What follows belongs to an exercise in optimizing a design on an open flow for small area, a short achievable clock period and few clock cycles per item; a production flow would make more cautious choices. Function was checked by simulation only, so behaviour that the tests miss may differ from the original. Power and IR drop assume default switching activity.

== try-pepper ==
==> flow/design.v (excerpt) <==
module non_restoring_divider #(
    parameter DATA_WIDTH = 32
) (
    input  logic                    clk_i,
    input  logic                    clk_en_i,
    input  logic                    rst_n_i,
    input  logic [DATA_WIDTH - 1:0] dividend_i,
    input  logic [DATA_WIDTH - 1:0] divisor_i,
    input  logic                    data_valid_i,
    output logic [DATA_WIDTH - 1:0] quotient_o,
    output logic [DATA_WIDTH - 1:0] remainder_o,
    output logic                    divide_by_zero_o,
    output logic                    data_valid_o,
    output logic                    idle_o
);
==> flow/config.mk <==
export PLATFORM = sky130hd
export DESIGN_NAME = non_restoring_divider
export DESIGN_NICKNAME = non_restoring_divider
export VERILOG_FILES = /design/flow/design.v
export SDC_FILE = /design/flow/constraint.sdc
export NUM_CORES = 4
export LEC_CHECK = 0
export CAP_MARGIN = 20
export CORE_MARGIN = 2
export CORE_UTILIZATION = 40
export SETUP_SLACK_MARGIN = 2.5
export SLEW_MARGIN = 20
==> flow/constraint.sdc <==
create_clock -name core_clock -period 6.0 [get_ports {clk_i}]
set_input_delay 1.2000 -clock core_clock [delete_from_list [all_inputs] [get_ports {clk_i}]]
set_output_delay 1.2000 -clock core_clock [all_outputs]
set_load 0.01 [all_outputs]
standard.sh (not shown) runs the stock make flow with config.mk's settings and CLKGATE_MAP_FILE= SYNTH_SCRIPT=/design/flow/synth_recipe.tcl, a recipe that flattens the netlist after the stock synthesis.
==> flow/flow/run.sh <==
#!/bin/bash
# Standard ORFS layout, but with small buffers on the ports instead of the
# default delay-cell buffers (repair may still upsize them).
set -euo pipefail
export BUFFER_PORTS_ARGS="-buffer_cell sky130_fd_sc_hd__buf_2"
bash standard.sh > standard.log 2>&1
try-pepper went all the way through the flow, and no timing, DRC or antenna check failed.
Testbench counts of try-pepper, summed over its fixed seeds: cycles 167,768, divisions 8,000.
Input changes introduced in try-raven (baseline for comparison: try-pepper):
Settings: putting CTS_BUF_LIST at sky130_fd_sc_hd__clkbuf_8 where nothing was set; swapping 2.5 for 2.7 in SETUP_SLACK_MARGIN.
==> flow/flow/run.sh <==
#!/bin/bash
# Standard ORFS layout (the standard.sh), with small buffers on the
# ports instead of the default delay-cell buffers (repair may still upsize
# them). ORFS writes each step's log under orfs/logs; make's own output goes
# to standard.log here.
set -euo pipefail
export BUFFER_PORTS_ARGS="-buffer_cell sky130_fd_sc_hd__buf_1"
export ADDER_MAP_FILE=
bash standard.sh > standard.log 2>&1
[summary]
Looking only at switching power summed over all nets, and setting everything else aside, the lower value of try-pepper and try-raven goes to try-pepper. Taking try-pepper as the reference, in try-raven multi-input gate share of total cell area went up; met1 capacity usage during global routing went up; core utilization of the finished layout went up 4.0 points; latest clock arrival within the worst-skew pair went up. Note that the count of fill cells added during filler insertion recorded for try-raven amounts to 0.913 times the value seen in try-pepper. Taking try-raven as 1.0, try-pepper lands at 0.948 on post-layout instance count excluding filler cells. Post-route met1 wirelength, try-pepper and try-raven: smaller value in try-pepper. try-pepper -> try-raven: overall die area increased slightly. try-raven ended with more number of diodes added for antenna fixing than try-pepper. As far as synthesized area divided by synthesized cell count is concerned, try-pepper and try-raven perform about the same. The launch point of the worst path comes out divisor_i[13] in one run and rem_q[8] in the other, namely in try-pepper and try-raven respectively.
Input changes introduced in try-indigo (baseline for comparison: try-raven):
Settings: setting PLACE_DENSITY to 0.8 for the first time.
-- flow/flow/run.sh --
<<< try-raven, line 8
export ADDER_MAP_FILE=
>>> try-indigo, line 8

Clock power (try-raven / try-indigo): 0.907. Compared with try-raven, in try-indigo data arrival time of the worst path decreased 0.36 ns, delay of the slowest critical-path stage now sits higher. Via count for try-indigo: 556 down relative to try-raven. On y dimension of the die, the lower figure sits with try-indigo, not try-raven. | number of violations reported at the end of detailed-routing iteration 0 | higher: try-indigo |. try-indigo — total power 2.9% lower, try-raven as reference. Status: mean instance size in the synthesized netlist parity (try-raven, try-indigo). Fraction of synthesized cell area in xor and xnor cells ends up higher on try-raven. try-raven has higher synthesized area than try-indigo.
Here is what was changed in the inputs of try-violet compared with try-indigo.
Settings: changing SETUP_SLACK_MARGIN from 2.7 to 2.9; removing PLACE_DENSITY (formerly 0.8).
-- flow/flow/run.sh --
<<< try-indigo, line 8

>>> try-violet, line 8
export RECOVER_POWER=100
==> comparison <==
[flow] try-violet | stages: complete | final checks: fail | reason: max-capacitance violations, max-slew violations. try-indigo: PASS, flow complete, no timing, DRC or antenna violations. try-violet vs try-indigo on cell count: try-violet is the higher one. Of the two candidates, try-indigo has the better worst setup margin and try-violet the worse one. Re post-synth net total: no difference whatsoever between try-indigo and try-violet.
Relative to try-violet, the following input files were edited for try-nickel:
Settings: swapping 2.9 for 2.5 in SETUP_SLACK_MARGIN; clearing CTS_BUF_LIST, which used to be sky130_fd_sc_hd__clkbuf_8.
==> flow/run.sh (new file) <==
#!/bin/bash
# synth_recipe.tcl (not shown) runs the flow's synth.tcl, then flattens the netlist and writes it again
# the make line also repeats each setting of config.mk as NAME=value (left out here)
make -C /OpenROAD-flow-scripts/flow DESIGN_CONFIG=/design/flow/config.mk WORK_HOME=/design/flow/orfs CLKGATE_MAP_FILE= SYNTH_SCRIPT=/design/flow/synth_recipe.tcl finish
removed: flow/flow/run.sh
removed: flow/standard.sh
==> results.txt <==
try-nickel ended with every stage complete and zero timing, DRC or antenna violations.
The higher largest stage delay on the critical path of try-violet and try-nickel is in try-violet.
try-nickel ends up with a reported clock group power that is 22% higher than in try-violet.
Die area of try-nickel is on par with try-violet.
From try-violet to try-nickel the numbers moved as follows: combinational share of power went down; wire length after detailed routing -250 um; synthesized area neither gained nor lost much; area of all placed cells without fillers +about 11%.
First-iteration DRC count was lower in the run labelled try-nickel.

---

non_restoring_divider again, from the RTL that the note above started with.
export LEC_CHECK = 0
export CAP_MARGIN = 20
export CORE_MARGIN = 2
export CORE_UTILIZATION = 40
export CTS_BUF_LIST = sky130_fd_sc_hd__clkbuf_8 sky130_fd_sc_hd__clkbuf_16
export SETUP_SLACK_MARGIN = 2.7
export SLEW_MARGIN = 20
create_clock -name core_clock -period 6.0 [get_ports {clk_i}]
==> flow/flow/run.sh <==
#!/bin/bash
# Standard ORFS layout (the standard.sh), with small buffers on the
# ports instead of the default delay-cell buffers (repair may still upsize
# them). ORFS writes each step's log under orfs/logs; make's own output goes
# to standard.log here.
set -euo pipefail
export BUFFER_PORTS_ARGS="-buffer_cell sky130_fd_sc_hd__buf_1"

bash standard.sh > standard.log 2>&1
Testbench counts at the start, summed over its fixed seeds: cycles 167,768, divisions 8,000.
==> next run, changes <==
CTS_BUF_LIST = sky130_fd_sc_hd__clkbuf_8   (was sky130_fd_sc_hd__clkbuf_8 sky130_fd_sc_hd__clkbuf_16)
GPL_ROUTABILITY_DRIVEN = 0   (was default)
Sequential cell count does not change. Total power decreases by a little under a tenth. Die area stays the same. Global-route usage barely changes.
==> next run, changes <==
==> flow/run.sh (new file) <==
#!/bin/bash
# synth_recipe.tcl (not shown) runs the flow's synth.tcl, then flattens the netlist and writes it again
# the make line also repeats each setting of config.mk as NAME=value (left out here)
make -C /OpenROAD-flow-scripts/flow DESIGN_CONFIG=/design/flow/config.mk WORK_HOME=/design/flow/orfs CLKGATE_MAP_FILE= SYNTH_SCRIPT=/design/flow/synth_recipe.tcl finish
CORE_UTILIZATION = 65   (was 40)
CTS_BUF_LIST = default   (was sky130_fd_sc_hd__clkbuf_8)
GPL_ROUTABILITY_DRIVEN = default   (was 0)
SETUP_SLACK_MARGIN = 2.5   (was 2.7)
removed: flow/flow/run.sh
removed: flow/standard.sh
After rerunning: The changed run produced a clean layout; routed wire length grows by a few percent; clock power grows by roughly a tenth; total power grows by a little under a tenth; non-clock buffer count grows by 3; synthesized cell count stays the same; cell count shrinks by a little under a tenth; utilization grows by 38 points.
==> next run, changes <==
==> flow/flow/run.sh (new file) <==
#!/bin/bash
# Standard ORFS layout, but with small buffers on the ports instead of the
# default delay-cell buffers (repair may still upsize them).
set -euo pipefail
export BUFFER_PORTS_ARGS="-buffer_cell sky130_fd_sc_hd__buf_1"
bash standard.sh > standard.log 2>&1
==> flow/standard.sh (new file) <==
#!/bin/bash
# synth_recipe.tcl (not shown) runs the flow's synth.tcl, then flattens the netlist and writes it again
# the make line also repeats each setting of config.mk as NAME=value (left out here)
make -C /OpenROAD-flow-scripts/flow DESIGN_CONFIG=/design/flow/config.mk WORK_HOME=/design/flow/orfs CLKGATE_MAP_FILE= SYNTH_SCRIPT=/design/flow/synth_recipe.tcl "${@:-finish}"
CORE_UTILIZATION = 40   (was 65)
CTS_BUF_LIST = sky130_fd_sc_hd__clkbuf_8   (was default)
SETUP_SLACK_MARGIN = 2.7   (was 2.5)
removed: flow/run.sh
=>
- The new run finished with timing, DRC and antenna clean
- core utilization shrinks by 38 points
- wire length shrinks by 5.4%
- total power shrinks by 6.8%
- setup slack gets better by 0.38 ns
- via count shrinks by 7.3%
- non-clock buffer count shrinks by 3
- die area grows by 60%
- design area shrinks by 9.5%
- worst hold slack gets worse by 0.0088 ns
- clock power shrinks by 12%
- sequential share of layout area grows by 3.9 points

---

== xenon ==
Starting RTL as in the previous note.
clock: 6.0 ns
lec_check: 0
cap_margin: 20
core_margin: 2
core_utilization: 40
cts_buf_list: sky130_fd_sc_hd__clkbuf_8
setup_slack_margin: 2.7
slew_margin: 20
==> flow/flow/run.sh <==
#!/bin/bash
# Standard ORFS layout (the standard.sh) with two changes:
#  - small buffers on the ports instead of the default delay-cell buffers
#    (repair may still upsize them);
#  - synthesis maps the combinational logic with flow/abc.script in place of
#    ORFS's abc_speed.script (flip-flop mapping is unchanged, so the
#    registers keep the standard synthesis's names and cell types).
# ORFS writes each step's log under orfs/logs; make's output goes to
# standard.log here.
set -euo pipefail
rm -rf scripts_mod
cp -r "$FLOW_HOME/scripts" scripts_mod
cp flow/abc.script scripts_mod/abc_speed.script
export SCRIPTS_DIR="$PWD/scripts_mod"
export BUFFER_PORTS_ARGS="-buffer_cell sky130_fd_sc_hd__buf_1"
bash standard.sh > standard.log 2>&1
==> flow/flow/abc.script <==
&get -n
&st
&dch
&nf -p
&st
&syn2
&if -g -K 6
&synch2
&nf -p
&st
&syn2
&if -g -K 6
&synch2
&nf -p
&st
&syn2
&if -g -K 6
&synch2
&nf -p
&st
&syn2
&if -g -K 6
&synch2
&nf -p
&st
&syn2
&if -g -K 6
&synch2
&nf -p
&put
buffer -c
topo
stime -c
upsize -c
dnsize -c
Testbench counts of xenon, summed over its fixed seeds: cycles 167,768, divisions 8,000.
Modified inputs, maple compared to xenon
Settings: PLACE_DENSITY newly set to 0.8; CTS_BUF_LIST changed from sky130_fd_sc_hd__clkbuf_8 to sky130_fd_sc_hd__clkbuf_8 sky130_fd_sc_hd__clkbuf_16.
==> flow/flow/run.sh <==
#!/bin/bash
# Standard ORFS layout (the standard.sh), with small buffers on the
# ports instead of the default delay-cell buffers (repair may still upsize
# them). ORFS writes each step's log under orfs/logs; make's own output goes
# to standard.log here.
set -euo pipefail
export BUFFER_PORTS_ARGS="-buffer_cell sky130_fd_sc_hd__buf_1"

bash standard.sh > standard.log 2>&1
removed: flow/flow/abc.script
--- outcome ---
maple completed every stage of the flow, and the final layout passed the timing, design-rule and antenna checks. maple — critical path depth 1 higher, xenon as reference. Sort maple and xenon by synthesized netlist cell count, descending, and maple comes first. Compared with xenon, in maple register area share after synthesis held steady; global-route track usage on met3 now sits higher; slack of the critical path saw a decrease. Area added between synthesis and finish in maple vs xenon: up 1.8 points. From xenon to maple, combined buffer and inverter count along the critical path did not move at all.
The inputs of amber differ from those of maple as listed below.
Settings: clearing PLACE_DENSITY, which used to be 0.8; swapping 2.7 for 2.5 in SETUP_SLACK_MARGIN; swapping sky130_fd_sc_hd__clkbuf_8 sky130_fd_sc_hd__clkbuf_16 for sky130_fd_sc_hd__clkbuf_8 in CTS_BUF_LIST.
==> flow/flow/run.sh <==
#!/bin/bash
# Standard ORFS layout, but with small buffers on the ports instead of the
# default delay-cell buffers (repair may still upsize them).
set -euo pipefail
export BUFFER_PORTS_ARGS="-buffer_cell sky130_fd_sc_hd__buf_1"
bash standard.sh > standard.log 2>&1
Notes after the runs:
- The internal portion of total power in amber is 0.896 times that in maple.
- The number of detailed-route iterations in the first pass in amber was lower than what maple gave.
- Delta (amber minus maple): final worst setup slack fell 0.11 ns, number of placed instances, taps included about even, register-to-register slack fell 0.11 ns, wire length fell 2.2%, clock group share of total power fell 5.0 points.
- Taking maple as the reference, in amber layout cell share with drive strength beyond 1 saw a decrease, total power shows a reduction of 7.8%, first-pass GRT wire length decreased 290 µm.
Input changes introduced in lagoon (baseline for comparison: amber):
Settings: clearing CTS_BUF_LIST, which used to be sky130_fd_sc_hd__clkbuf_8; swapping 2.5 for 3.0 in SETUP_SLACK_MARGIN.
==> flow/flow/run.sh <==
#!/bin/bash
# Standard ORFS layout, but with small buffers on the ports instead of the
# default delay-cell buffers (repair may still upsize them).
set -euo pipefail
export BUFFER_PORTS_ARGS="-buffer_cell sky130_fd_sc_hd__buf_2"
bash standard.sh > standard.log 2>&1
Results
lagoon vs amber — power rose 14%.
lagoon -> amber: H-tree depth delta 0, exact match
Measured against each other, lagoon and amber differ in wire length reported by the detailed router, the higher figure coming from lagoon.
Average wire per standard cell is higher on lagoon
Measured against each other, lagoon and amber differ in final hold slack, the higher figure coming from amber.
lagoon vs amber — sequential fraction of design power dropped 6.0 points.

afterwards: timing with drivers on the ports:
The flow's constraints put no driver on any port. The routed layouts listed below were extracted and timed again, unchanged, in two steps. Step 1 assumes that a clkbuf_16 drives the clock port and a buf_2 every other input. Step 2 also shifts input and output timing later by t, the mid clock arrival at the registers, as if the neighbouring blocks saw the same clock. Slacks: ideal / step 1 / step 2; pairs: ideal / step 1.
| run | t (ns) | setup WS [ns] | cell pins on the clock port's net |
|---|---|---|---|
| try-pepper | 0.397 | 2.641 / 2.660 / 2.263 | 1 |
| try-raven | 0.421 | 2.446 / 2.446 / 2.310 | 1 |
| try-indigo | 0.423 | 2.817 / 2.834 / 2.410 | 1 |
| try-violet | 0.425 | 2.020 / 2.032 / 1.607 | 1 |
| try-nickel | 0.393 | 2.541 / 2.560 / 2.168 | 1 |
| the first run of note 2 | 0.402 | 2.798 / 2.815 / 2.416 | 1 |
| the second run of note 2 | 0.430 | 2.800 / 2.770 / 2.389 | 1 |
| the third run of note 2 | 0.404 | 2.417 / 2.415 / 2.011 | 1 |
| the fourth run of note 2 | 0.430 | 2.800 / 2.770 / 2.389 | 1 |
| xenon | 0.428 | 2.831 / 2.831 / 2.464 | 1 |
| maple | 0.398 | 2.802 / 2.802 / 2.429 | 1 |
| amber | 0.424 | 2.690 / 2.690 / 2.279 | 1 |
| lagoon | 0.401 | 2.938 / 2.949 / 2.549 | 1 |
The setup slack of try-violet, which loses most, moves by +0.012 ns with the drivers and by -0.413 ns with both steps.
